This design comes from an exercise in tuning for small area on the open sky130 flow, not from production work. Only simulation tests tie the RTL to the original design; equivalence was not proved. Power is estimated from default activity; no workload was simulated.

==> design.v <==
`timescale 1ns / 1ps
module pong(btns, auto, background, pclk, rst, hsync, vsync, red, green, blue);
    input wire pclk;  
    input wire rst;   
    input wire auto, background;
    input wire[3:0] btns;
    output wire hsync, vsync;
    output reg[4:0] red, blue;
    output reg[5:0] green;
    parameter WINDOW_HEIGHT = 480;
    parameter WINDOW_WIDTH = 640;
    parameter H_PIXELS = 800;
    parameter V_LINES = 521;
    parameter H_PULSE = 96;
    parameter V_PULSE = 2;
    parameter HBP = 144;
    parameter HFP = 784;
    parameter VBP = 31;
    parameter VFP = 511;
    parameter PADDLE_WIDTH = 10;
    parameter PADDLE_HEIGHT = 60;
    parameter PADDLE_LEFT = 40;
    parameter PADDLE_RIGHT = 640-PADDLE_LEFT-PADDLE_WIDTH;
    parameter PADDLE_START = 200;
    reg[8:0] paddle1_pos;
    reg[8:0] paddle2_pos;
    parameter BALL_WIDTH = 6;
    parameter BALL_START_X = 316;
    parameter BALL_START_Y = 210;
    parameter VEL_START_X = 1;
    parameter VEL_START_Y = 3;
    reg[9:0] ball_y;
    reg[10:0] ball_x;
    reg[1:0] vel_x;
    reg[1:0] vel_y;
    reg[12:0] counter;
    reg[9:0] hcount;
    reg[9:0] vcount;    
    wire vga_en;
    wire[10:0] pixel_x;
    wire[9:0] pixel_y;
    reg reset;
    always @(posedge pclk)  begin
        if (rst) begin
            paddle1_pos = PADDLE_START;
            paddle2_pos = PADDLE_START;
            ball_x = BALL_START_X;
            ball_y = BALL_START_Y;
            vel_x = VEL_START_X;
            vel_y = VEL_START_Y;
            reset = 0;
            counter <= 0;
        end else begin
        if (reset) begin
            paddle1_pos = PADDLE_START;
            paddle2_pos = PADDLE_START;
            ball_x = BALL_START_X;
            ball_y = BALL_START_Y;
            vel_x = VEL_START_X;
            vel_y = VEL_START_Y;
            reset = 0;
        end
        if (ball_x < PADDLE_LEFT + PADDLE_WIDTH && vel_x < 2) begin  
            if (ball_x > PADDLE_LEFT && ball_y > paddle1_pos && ball_y < paddle1_pos + PADDLE_HEIGHT) begin
                vel_x = 3 - vel_x;
            end else reset = 1;
        end else if (ball_x > PADDLE_RIGHT && vel_x > 1) begin
            if (ball_x < PADDLE_RIGHT + PADDLE_WIDTH && ball_y > paddle2_pos && ball_y < paddle2_pos + PADDLE_HEIGHT) begin
                vel_x = 3 - vel_x;
            end else reset = 1;
        end else if ((ball_y < 2 && vel_y < 2) || (ball_y > WINDOW_HEIGHT-BALL_WIDTH && vel_y > 1)) begin
            vel_y = 3 - vel_y;   
        end
        if (counter == 0) begin
            if (btns[0] && paddle1_pos+PADDLE_HEIGHT<WINDOW_HEIGHT-1) paddle1_pos = paddle1_pos + 1;
            else if (btns[1] && paddle1_pos>0) paddle1_pos = paddle1_pos - 1;
            if (!auto) begin
                if (btns[2] && paddle2_pos+PADDLE_HEIGHT<WINDOW_HEIGHT-1) paddle2_pos = paddle2_pos + 1;
                else if (btns[3] && paddle2_pos>0) paddle2_pos = paddle2_pos - 1;
            end else paddle2_pos = (ball_y > WINDOW_HEIGHT - PADDLE_HEIGHT/2) ? 
                                        WINDOW_HEIGHT-PADDLE_HEIGHT : 
                                        ((ball_y < PADDLE_HEIGHT/2 + 2) ? 2 : ball_y - PADDLE_HEIGHT/2);
            if (vel_x >= 2) ball_x = ball_x + (vel_x-1);
            else if (vel_x < 2) ball_x = ball_x - (2-vel_x);
            if (vel_y >= 2) ball_y = ball_y + (vel_y-1);
            else if (vel_y < 2) ball_y = ball_y - (2-vel_y);
        end 
        counter <= counter + 1;
        end
    end
    assign vga_en = (counter % 5 == 0) ? 1'b1 : 1'b0;
    always @(posedge pclk) begin
        if (rst) begin
            hcount <= 0;
            vcount <= 0;
        end else if (vga_en) begin
        if (hcount < H_PIXELS-1) hcount <= hcount + 1;
        else begin
            hcount <= 0;
            vcount <= (vcount < V_LINES-1) ? vcount+1 : 0;
        end
        end
    end
    assign hsync = hcount >= H_PULSE;
    assign vsync = vcount >= V_PULSE;
    assign pixel_x = hcount - HBP;
    assign pixel_y = vcount - VBP;
    always @* begin
        if (vcount >= VBP && vcount < VFP && hcount >= HBP && hcount < HFP) begin            
            if (pixel_x > PADDLE_LEFT && pixel_x < PADDLE_LEFT+PADDLE_WIDTH &&
                pixel_y > paddle1_pos && pixel_y < paddle1_pos+PADDLE_HEIGHT) begin
                red = 31;
                blue = 0;
                green = 0;
            end
            else if (pixel_x > PADDLE_RIGHT && pixel_x < PADDLE_RIGHT+PADDLE_WIDTH && 
                     pixel_y > paddle2_pos && pixel_y < paddle2_pos+PADDLE_HEIGHT) begin
                red = 31;
                blue = 0;
                green = 0;
            end
            else if (pixel_x > ball_x && pixel_x < ball_x + BALL_WIDTH &&
                     pixel_y > ball_y && pixel_y < ball_y + BALL_WIDTH) begin
                red = 0;
                blue = 0;
                green = 63;
            end
            else begin
               red = 0;
               blue = 31;
               green = 0;
            end
        end else begin
            red = 0;
            blue = 0;
            green = 0;
        end
    end
endmodule
==> run.sh <==
#!/bin/bash
# synth_recipe.tcl (not shown) runs the flow's synth.tcl, then flattens the netlist and writes it again
# the make line also repeats each setting of config.mk as NAME=value (left out here)
make -C /OpenROAD-flow-scripts/flow DESIGN_CONFIG=/design/flow/config.mk WORK_HOME=/design/flow/orfs CLKGATE_MAP_FILE= SYNTH_SCRIPT=/design/flow/synth_recipe.tcl finish
==> config.mk <==
export PLATFORM = sky130hd
export DESIGN_NAME = pong
export DESIGN_NICKNAME = pong
export VERILOG_FILES = /design/flow/design.v
export SDC_FILE = /design/flow/constraint.sdc
export NUM_CORES = 4
export LEC_CHECK = 0
export CAP_MARGIN = 20
export CORE_MARGIN = 2
export CORE_UTILIZATION = 40
export SLEW_MARGIN = 20
==> constraint.sdc <==
create_clock -name core_clock -period 12.0 [get_ports {pclk}]
set_input_delay 2.4000 -clock core_clock [delete_from_list [all_inputs] [get_ports {pclk}]]
set_output_delay 2.4000 -clock core_clock [all_outputs]
set_load 0.01 [all_outputs]
==> impl_metrics.env, run 1 <==
export IMPL_status="complete, no violations"
export IMPL_fin_nets=1930
export IMPL_drive_gt1_frac=0.05161
export IMPL_drcViolationCount=0
export IMPL_antenna_left=0
export IMPL_via_per_inst=5.873
export IMPL_fp_dieW_um=183.5
export IMPL_post_route_min_period_ns=10.40
export IMPL_synth_distinct_cells=111
export IMPL_worstPathRequired_ns=12.25
export IMPL_syn_num_nets=1968
export IMPL_synth_area_per_cell_um2=7.254
export IMPL_worstMarginPinSlew_ns=0.8750
export IMPL_grt_use_met1=0.2718
export IMPL_finalSetupViolCount=0
export IMPL_start_util=0.4074
export IMPL_globalRouteOverflowTotal=0
export IMPL_p_leak_nw=5.729
export IMPL_cts_buffers=9
export IMPL_clkTransAtPathRegs_ns=0.06
export IMPL_rsz0062_at_grt="no"
export IMPL_mostFrequentLayoutCells="179 x ha_1, 168 x nor2_1, 123 x nand2_1, 123 x a21oi_1, 111 x inv_1"
export IMPL_grt_use_met2=0.3861
export IMPL_async_reset_ff_frac=0
export IMPL_yosysWarnings=1
export IMPL_path_max_fanout=29
export IMPL_detailed_place_hpwl_mm=28.00
export IMPL_synthFlopType="dfxtp_1"
export IMPL_final_common_cell="ha_1"
export IMPL_gp_congestion=0.8914
export IMPL_clock_fmax_mhz=96.14
export IMPL_postCtsSetupBuffers=0
export IMPL_fin_tns_setup_ns=0
export IMPL_grt_util_all_layers=0.2136
export IMPL_cp_data_arrival_time_ns=10.65
export IMPL_cts_root_buf="clkbuf_16"
export IMPL_synthCells=1777
export IMPL_relSlewSlack=0.4125
export IMPL_clkSinkCount=77
export IMPL_first_pass_iters=5
export IMPL_antenna_found_initial=0
export IMPL_grt_pass1_vias=12156
export IMPL_portBuffers=24
export IMPL_ctsHoldBuffers=0
export IMPL_max_cap_viol_count=0
export IMPL_use_met3=0.01525
export IMPL_die_area_um2=33680
export IMPL_start_kind="register"
export IMPL_post_drt_wl_per_cell_um=16.77
export IMPL_synth_seq_cells=77
export IMPL_drt_iter0_markers=828
export IMPL_die_y_um=183.5
export IMPL_syn_to_final_growth_pct=5.650
export IMPL_final_core_util=0.4305
export IMPL_grt_pass1_wl_mm=60.01
export IMPL_std_cell_rows=65
export IMPL_pwr_density_cell_nw_per_um2=150.1
export IMPL_min_path_type="register to register"
export IMPL_clkLatencyLatePin_ns=0.35
export IMPL_core_um2=31640
export IMPL_synth_edf_count=0
export IMPL_num_vias=12604
export IMPL_cpMaxStageDelayCell="dfxtp_1"
export IMPL_hold_viol_final=0
export IMPL_peakVddDrop_mv=0.1532
export IMPL_yosysSeqAreaShare=0.1196
export IMPL_io_pins=26
export IMPL_drt_wl_total_mm=35.99
export IMPL_grt_max_degree=50
export IMPL_cts_tree="done"
export IMPL_n_antenna_cell=0
export IMPL_cp_end_kind="register"
export IMPL_htree_levels=3
export IMPL_crit_path_max_incr_delay_ns=0.88
export IMPL_crit_type="register to register"
export IMPL_synth_area_um2=12890
export IMPL_post_route_period_util=0.8668
export IMPL_drv_slew=0
export IMPL_cts_resized=0
export IMPL_skew_ns=0.008465
export IMPL_grt_busiest_layer="met2"
export IMPL_clk_path_buf_depth=2
layout make-up:
class	count	area [um^2]
Fill cell	3158	18020
Multi-Input combinational cell	1498	10480
Sequential cell	77	1541
Tap cell	402	503.0
Inverter	113	424.2
Timing Repair Buffer	40	355.3
Clock buffer	11	252.7
Clock inverter	5	58.81
synth_stat cells (all sizes together), types with 8 or more instances:
master	count	area [um^2]
nand2	123	461.7
nor2b	40	257.7
buf	40	269.0
a21boi	8	60.06
o31ai	17	127.6
a221oi	8	76.32
nor3	59	305.3
or4	9	71.32
a21oi	125	640.6
inv	112	420.4
a31oi	27	175.2
nand3	63	320.3
xor2	32	280.3
a211o	11	97.59
nand4	35	225.2
dfxtp	77	1541
o21ai	119	603.1
nor4	21	137.6
and3	27	173.9
mux2i	17	186.4
ha	179	2240
clkbuf	49	183.9
a211oi	28	215.2
xnor2	89	787.0
o211ai	15	112.6
and2	15	93.84
or3	21	136.4
nand3b	10	75.07
a21o	21	157.7
o21bai	23	172.7
mux2	9	108.9
nand2b	39	244.0
o21a	19	142.6
or2	13	83.84
nor2	170	648.1
through the flow:
step	area, um^2	instances	total power, mW	hold WS [ns]	setup slack (ns)
after global placement	13310	2130	1.708	0.5214	1.896
after detailed placement	13310	2130	1.751	0.5333	1.743
final	13620	2146	2.044	0.5529	1.598
after floorplan	12890	1777	1.447	0.4746	3.777
after global routing	13620	2146	2.272	0.5809	0.7263
after CTS	13620	2146	2.052	0.5435	1.703
cell families after synthesis:
family	count (synthesis)	share of synthesized area
simple gates	676	0.2733
buf+inv	202	0.06804
mux	26	0.02291
xor+xnor	121	0.08280
fa+ha+maj	184	0.1807
flops	77	0.1196
compound gates	491	0.2526
worst max-delay path: cells and delay by family, from the launching register on:
kind	cells	cell delay, ns
AND/OR/NAND/NOR	14	4.51
AO/OA/AOI/OAI	11	3.42
flip-flops	1	0.88
adder cells (fa/ha/maj)	2	0.53
multiplexers	2	0.49
buffers and inverters	2	0.43
routing by layer:
| metal | wire [um] | vias to the layer above |
|---|---|---|
| met5 | 0 | - |
| met4 | 796 | 0 |
| met3 | 1092 | 56 |
| met2 | 17490 | 256 |
| met1 | 16610 | 5897 |
| li1 | - | 6395 |
power breakdown:
part	internal [mW]	total [mW]	switching [mW]
sequential	0.298	0.352	0.0536
combinational	0.605	1.40	0.795
clock	0.173	0.293	0.120
total	1.08	2.04	0.969
worst paths after layout:
path                     from        end  slack (ns)  cells past startpoint
setup / recovery  counter[10]  hcount[2]        1.60                     31
hold / removal      vcount[8]  vcount[8]        0.55                      2
setup reg to reg  counter[10]  hcount[2]        1.60                     31
hold reg to reg     vcount[8]  vcount[8]        0.55                      2
registers in the layout (all words and copies together), names as in the netlist:
signal and cells:
ball_x 11, ball_y 10, counter 13, hcount 10, paddle1_pos 9, paddle2_pos 9, reset 1, vcount 10
vel_x 2, vel_y 2
==> run 2: changes to the inputs <==
==> design.v (replaced) <==
`timescale 1ns / 1ps
module pong(btns, auto, background, pclk, rst, hsync, vsync, red, green, blue);
    input wire pclk;
    input wire rst;
    input wire auto, background;
    input wire[3:0] btns;
    output wire hsync, vsync;
    output wire[4:0] red, blue;
    output wire[5:0] green;
    reg [10:0] q;
    reg [2:0]  m;
    reg [9:0]  hcount, vcount;
    reg [8:0]  paddle1_pos, paddle2_pos;
    reg [9:0]  ball_x;           
    reg [7:0]  ball_yh;          
    reg        vel_x, vel_y;     
    wire m0   = ~|m;
    wire qz   = ~|q;
    wire step = qz & m0;                               
    wire wrap = q[10] & q[9] & q[6] & q[5] & q[2] & q[1] & m[0];  
    always @(posedge pclk) begin
        if (rst | wrap) begin
            q <= 0;
            m <= 0;
        end else begin
            m <= m[2] ? 3'd0 : m + 3'd1;
            q <= q + {10'd0, m[2]};
        end
    end
    wire hend = hcount[9] & hcount[8] & (&hcount[4:0]);    
    wire vend = vcount[9] & vcount[3];                     
    always @(posedge pclk) begin
        if (rst) begin
            hcount <= 0;
            vcount <= 0;
        end else if (m0) begin
            if (hend) begin
                hcount <= 0;
                vcount <= vend ? 10'd0 : vcount + 10'd1;
            end else
                hcount <= hcount + 10'd1;
        end
    end
    wire zone1 = ~vel_x & ~ball_x[9] & ~ball_x[8] & ~ball_x[7] & ~ball_x[6] &
                 ~ball_x[3] & ~ball_x[2] & ~ball_x[1] & ball_x[0];        
    wire zone2 = vel_x & ball_x[9] & ball_x[6] & (&ball_x[3:0]);          
    wire [8:0] pg = vel_x ? paddle2_pos : paddle1_pos;
    wire [9:0] dyp = {1'b0, ball_yh, 1'b0} - {1'b0, pg};
    wire hit  = (dyp >= 10'd1) && (dyp <= 10'd59);
    wire zone = zone1 | zone2;
    wire restore = zone & ~hit & qz & m[1] & ~m[0];    
    wire wall = (~vel_y & ~|ball_yh) | (vel_y & (&ball_yh[7:5]) & (&ball_yh[3:1]));
    wire p1_top = paddle1_pos[8] & paddle1_pos[7] & paddle1_pos[5] & paddle1_pos[1] & paddle1_pos[0];
    wire p1_bot = ~|paddle1_pos;
    wire p2_top = paddle2_pos[8] & paddle2_pos[7] & paddle2_pos[5] &
                  (paddle2_pos[2] | (paddle2_pos[1] & paddle2_pos[0]));
    wire p2_bot = ~|paddle2_pos;
    wire [7:0] yoff = ball_yh - 8'd15;
    wire [8:0] p2_auto = (ball_yh > 8'd225) ? 9'd420 :
                         (ball_yh < 8'd16)  ? 9'd2 : {yoff, 1'b0};
    always @(posedge pclk) begin
        if (rst | restore) begin
            paddle1_pos <= 9'd200;
            paddle2_pos <= 9'd200;
            ball_x      <= 10'd316;
            ball_yh     <= 8'd105;
            vel_x       <= 1'b0;
            vel_y       <= 1'b1;
        end else begin
            if (zone & hit) vel_x <= ~vel_x;
            if (wall) vel_y <= ~vel_y;
            if (step) begin
                if (btns[0] & ~p1_top) paddle1_pos <= paddle1_pos + 9'd1;
                else if (btns[1] & ~p1_bot) paddle1_pos <= paddle1_pos - 9'd1;
                if (auto) paddle2_pos <= p2_auto;
                else if (btns[2] & ~p2_top) paddle2_pos <= paddle2_pos + 9'd1;
                else if (btns[3] & ~p2_bot) paddle2_pos <= paddle2_pos - 9'd1;
                ball_x  <= vel_x ? ball_x + 10'd1 : ball_x - 10'd1;
                ball_yh <= vel_y ? ball_yh + 8'd1 : ball_yh - 8'd1;
            end
        end
    end
    assign hsync = hcount >= 10'd96;
    assign vsync = vcount >= 10'd2;
    wire vis  = (vcount >= 10'd31) && (vcount < 10'd511) && (hcount >= 10'd144) && (hcount < 10'd784);
    wire pcol = ((hcount >= 10'd185) && (hcount <= 10'd193)) || ((hcount >= 10'd735) && (hcount <= 10'd743));
    wire [8:0] pd = hcount[9] ? paddle2_pos : paddle1_pos;
    wire [9:0] dvp = vcount - {1'b0, pd};
    wire pad = pcol && (dvp >= 10'd32) && (dvp <= 10'd90);
    wire [9:0] dbx = hcount - ball_x;
    wire [9:0] dby = vcount - {1'b0, ball_yh, 1'b0};
    wire ball = (dbx >= 10'd145) && (dbx <= 10'd149) && (dby >= 10'd32) && (dby <= 10'd36);
    assign red   = {5{pad}};
    assign green = {6{vis & ball & ~pad}};
    assign blue  = {5{vis & ~ball & ~pad}};
endmodule
==> run 2 against run 1 <==
Clock skew shrank 0.0019 ns. Critical path depth shrank 18. Die area shrank 48%. Via count shrank 55%. Synthesized cell count shrank 54%. Maximum frequency grew 55%. Critical path type is now register to output pin. Largest power group unchanged.
==> impl_metrics.env, run 2 <==
export IMPL_rsz0062_at_grt="no"
export IMPL_regMostFlops="q"
export IMPL_crit_path_max_incr_delay_ns=0.64
export IMPL_rr_worst_depth=9
export IMPL_synthCells=812
export IMPL_first_pass_iters=5
export IMPL_grt_max_degree=22
export IMPL_clkLatencyLatePin_ns=0.35
export IMPL_cts_root_buf="clkbuf_16"
export IMPL_worstPathRequired_ns=9.60
export IMPL_critPathMostFrequentCell="o21ai_0"
export IMPL_r2r_slack_ns=8.51
export IMPL_p_leak_nw=2.977
export IMPL_max_cap_viol_count=0
export IMPL_stdcell_area_um2=7244
export IMPL_finalSetupViolCount=0
export IMPL_r2r_end="paddle2_pos[7]"
export IMPL_cp_depth=13
export IMPL_multi_input_area_um2=4792
export IMPL_p_comb_frac=0.426
export IMPL_place_area_um2=6947
export IMPL_clkTransAtPathRegs_ns=0.06
export IMPL_start_util=0.4121
export IMPL_hold_viol_final=0
export IMPL_die_y_um=132.4
export IMPL_detailed_place_hpwl_mm=11.65
export IMPL_pwr_density_cell_nw_per_um2=143.5
export IMPL_drive_gt1_frac=0.05954
export IMPL_grt_pass1_vias=5242
export IMPL_fill_cells=1641
export IMPL_synth_top_cell_by_area="dfxtp_1"
export IMPL_power_clock_fraction=0.263
export IMPL_largest_reg_flops=11
export IMPL_crit_chain="buf_4 -> mux2_2 -> ha_1 -> inv_1 -> fa_1 -> a21o_1 -> a221oi_1 -> xnor2_1 -> o21ai_0 -> o21ai_0 -> o31ai_1 -> nor3_1 -> clkdlybuf4s50_1"
export IMPL_swShare=0.3945
export IMPL_portBuffers=24
export IMPL_path_max_fanout=10
export IMPL_syn_to_final_growth_pct=9.867
export IMPL_postCtsSetupBuffers=0
export IMPL_syn_num_nets=905
export IMPL_ctsHoldBuffers=0
export IMPL_post_place_ws_ns=5.600
export IMPL_grt_pass1_wl_mm=26.11
export IMPL_std_cell_rows=46
export IMPL_via_per_inst=5.498
export IMPL_p_int_mw=0.6293
export IMPL_start_kind="register"
export IMPL_mostFrequentLayoutCells="100 x nor2_1, 78 x ha_1, 72 x dfxtp_1, 60 x nand2_1, 43 x a21oi_1"
export IMPL_worstHoldPathCells=2
export IMPL_yosysWarnings=1
export IMPL_power_frac_seq=0.310
export IMPL_timing_final_ws_setup_ns=5.285
export IMPL_synth_edf_count=0
export IMPL_r2r_start="vel_x"
export IMPL_cts_tree="done"
export IMPL_min_path_type="register to register"
export IMPL_relSlewSlack=0.2866
export IMPL_yosys_top_cells_count="100 x nor2_1, 78 x ha_1, 72 x dfxtp_1"
export IMPL_worstMarginPinSlew_ns=1.059
export IMPL_skew_ns=0.006589
export IMPL_post_route_period_util=0.5596
export IMPL_globalRouteOverflowTotal=0
export IMPL_final_common_cell="nor2_1"
export IMPL_clock_fmax_mhz=148.9
export IMPL_cts_resized=0
export IMPL_cpMaxStageDelayCell="clkdlybuf4s50_1"
export IMPL_io_pins=26
export IMPL_synth_distinct_cells=67
export IMPL_status="complete, no violations"
export IMPL_grt_util_all_layers=0.1811
export IMPL_cp_end_kind="output pin"
export IMPL_post_route_min_period_ns=6.715
export IMPL_cts_buffers=9
export IMPL_timing_hold_worst_start="ball_x[6]"
export IMPL_drcViolationCount=0
export IMPL_fin_nets=911
export IMPL_clkSinkCount=72
export IMPL_yosys_top_cells_area="dfxtp_1 22%, ha_1 15%, nor2_1 5.7%"
export IMPL_clk_path_buf_depth=2
export IMPL_antenna_left=0
export IMPL_gp_congestion=0.8920
export IMPL_synthFlopType="dfxtp_1"
export IMPL_synth_top_area_frac=0.2186
export IMPL_antenna_found_initial=0
export IMPL_cp_data_arrival_time_ns=4.32
export IMPL_post_drt_wl_per_cell_um=14.90
export IMPL_synth_area_um2=6594
export IMPL_fin_tns_setup_ns=0
export IMPL_synth_area_per_cell_um2=8.120
export IMPL_p_switching_mw=0.4100
export IMPL_fp_dieW_um=132.4
export IMPL_timing_critical_path_buf_inv=3
export IMPL_core_um2=16000
export IMPL_num_vias=5712
export IMPL_area_sequential_um2=1441
export IMPL_whs_endpoint="ball_x[6]"
export IMPL_crit_family="compound AO/OA/AOI/OAI gates"
export IMPL_yosysSeqAreaShare=0.2186
export IMPL_crit_type="register to output pin"
export IMPL_die_area_um2=17530
export IMPL_async_reset_ff_frac=0
export IMPL_synth_seq_cells=72
export IMPL_drt_iter0_markers=301
export IMPL_drv_slew=0
export IMPL_peakVddDrop_mv=0.06286
export IMPL_htree_levels=3
export IMPL_drt_wl_total_mm=15.48
export IMPL_yosys_cell_count_top_type="nor2_1"
export IMPL_n_antenna_cell=0
## run 2: changes by cell type after synthesis, moves of 42 or more
cell | before | now
nand2_1 | 123 | 60
o21ai_0 | 106 | 30
nand3_1 | 62 | 20
a21oi_1 | 123 | 43
nor2_1 | 168 | 100
ha_1 | 179 | 78
inv_1 | 111 | 42
xnor2_1 | 88 | 41
## run 2: kinds of logic (layout without fill, tap and decap cells)
logic type | after synthesis | in the layout | synth area share
adders and majority gates | 85 | 85 | 0.1693
DFF | 72 | 72 | 0.2186
buffers and inverters | 77 | 88 | 0.05465
AOI/OAI and AO/OA | 189 | 189 | 0.2070
muxes | 30 | 30 | 0.04687
and+or+nand+nor | 290 | 290 | 0.2097
xor gates and xnor gates | 69 | 69 | 0.09393
## run 2: per-stage QoR
| stage | hold slack (ns) | utilization | cells | power, mW |
|---|---|---|---|---|
| after global placement | 0.5003 | 0.4337 | 1022 | 0.7608 |
| after CTS | 0.5155 | 0.4528 | 1039 | 1.044 |
| after floorplan | 0.4616 | - | 812 | 0.6697 |
| after global routing | 0.5604 | 0.4528 | 1039 | 1.121 |
| final | 0.5145 | 0.4528 | 1039 | 1.039 |
| after detailed placement | 0.5040 | 0.4342 | 1023 | 0.7665 |
## run 2: worst register-to-register path, cell delays in order, from the launching register on
cell	delay, ns
dfxtp_1	0.77
mux2i_1	0.27
ha_1	0.30
a211o_1	0.31
a311oi_1	0.31
o21bai_1	0.13
mux2i_1	0.21
o211ai_2	0.20
a31oi_4	0.61
o21ai_0	0.22
## run 2: worst max-delay path by stage
stage / slack (ns) / endpoint / startpoint
2_1_floorplan: 5.98 / green[1] / hcount[9]
3_3_place_gp: 5.66 / green[3] / hcount[9]
3_5_place_dp: 5.60 / green[4] / hcount[9]
4_1_cts: 5.21 / green[4] / hcount[9]
5_1_grt: 4.86 / green[3] / hcount[9]
6_report: 5.28 / green[4] / hcount[9]
## run 2: power by group through the flow
| stage | logic [mW] | clock network (mW) | registers [mW] |
|---|---|---|---|
| after global routing | 0.505 | 0.289 | 0.327 |
| after CTS | 0.443 | 0.279 | 0.321 |
| final | 0.443 | 0.274 | 0.322 |
| after detailed placement | 0.440 | 0 | 0.327 |
| after global placement | 0.435 | 0 | 0.326 |
| after floorplan | 0.365 | 0 | 0.305 |
## run 2: final cells by class
type | count | area share
multi-input combinational | 663 | 0.6615
sequential | 72 | 0.1990
timing repair buffer | 30 | 0.03938
tap | 216 | 0.03731
clock buffer | 9 | 0.03109
inverter | 42 | 0.02176
clock inverter | 7 | 0.01002
## run 2: per-layer routing
metal	GRT usage	up-vias	routed length (um)
met2	0.2758	94	6610
met5	0	-	0
met3	0.03114	17	570
met4	0.05317	0	214
li1	-	2945	-
met1	0.2612	2656	8083

-- re-timing with driven ports --
Ports are ideal in the flow. The routed layouts listed here were re-timed in OpenROAD.
Step 1 assumes that a clkbuf_16 drives the clock port and a buf_2 every other input.
Step 2 moves the port delays by t, midway between the first and last clock arrival at a register: inputs arrive t later, outputs are due t later. That takes back most of the time a late clock gives input paths.
Slacks: no drivers / after step 1 / after step 2; pairs: no drivers / after step 1.
run | shift t [ns] | setup WS [ns] | worst register clock-pin slew, ns
run 1 | 0.400 | 1.598 / 1.598 / 1.598 | 0.07 / 0.07
run 2 | 0.384 | 5.285 / 5.243 / 5.627 | 0.06 / 0.06
After both steps every run listed still meets setup and hold.
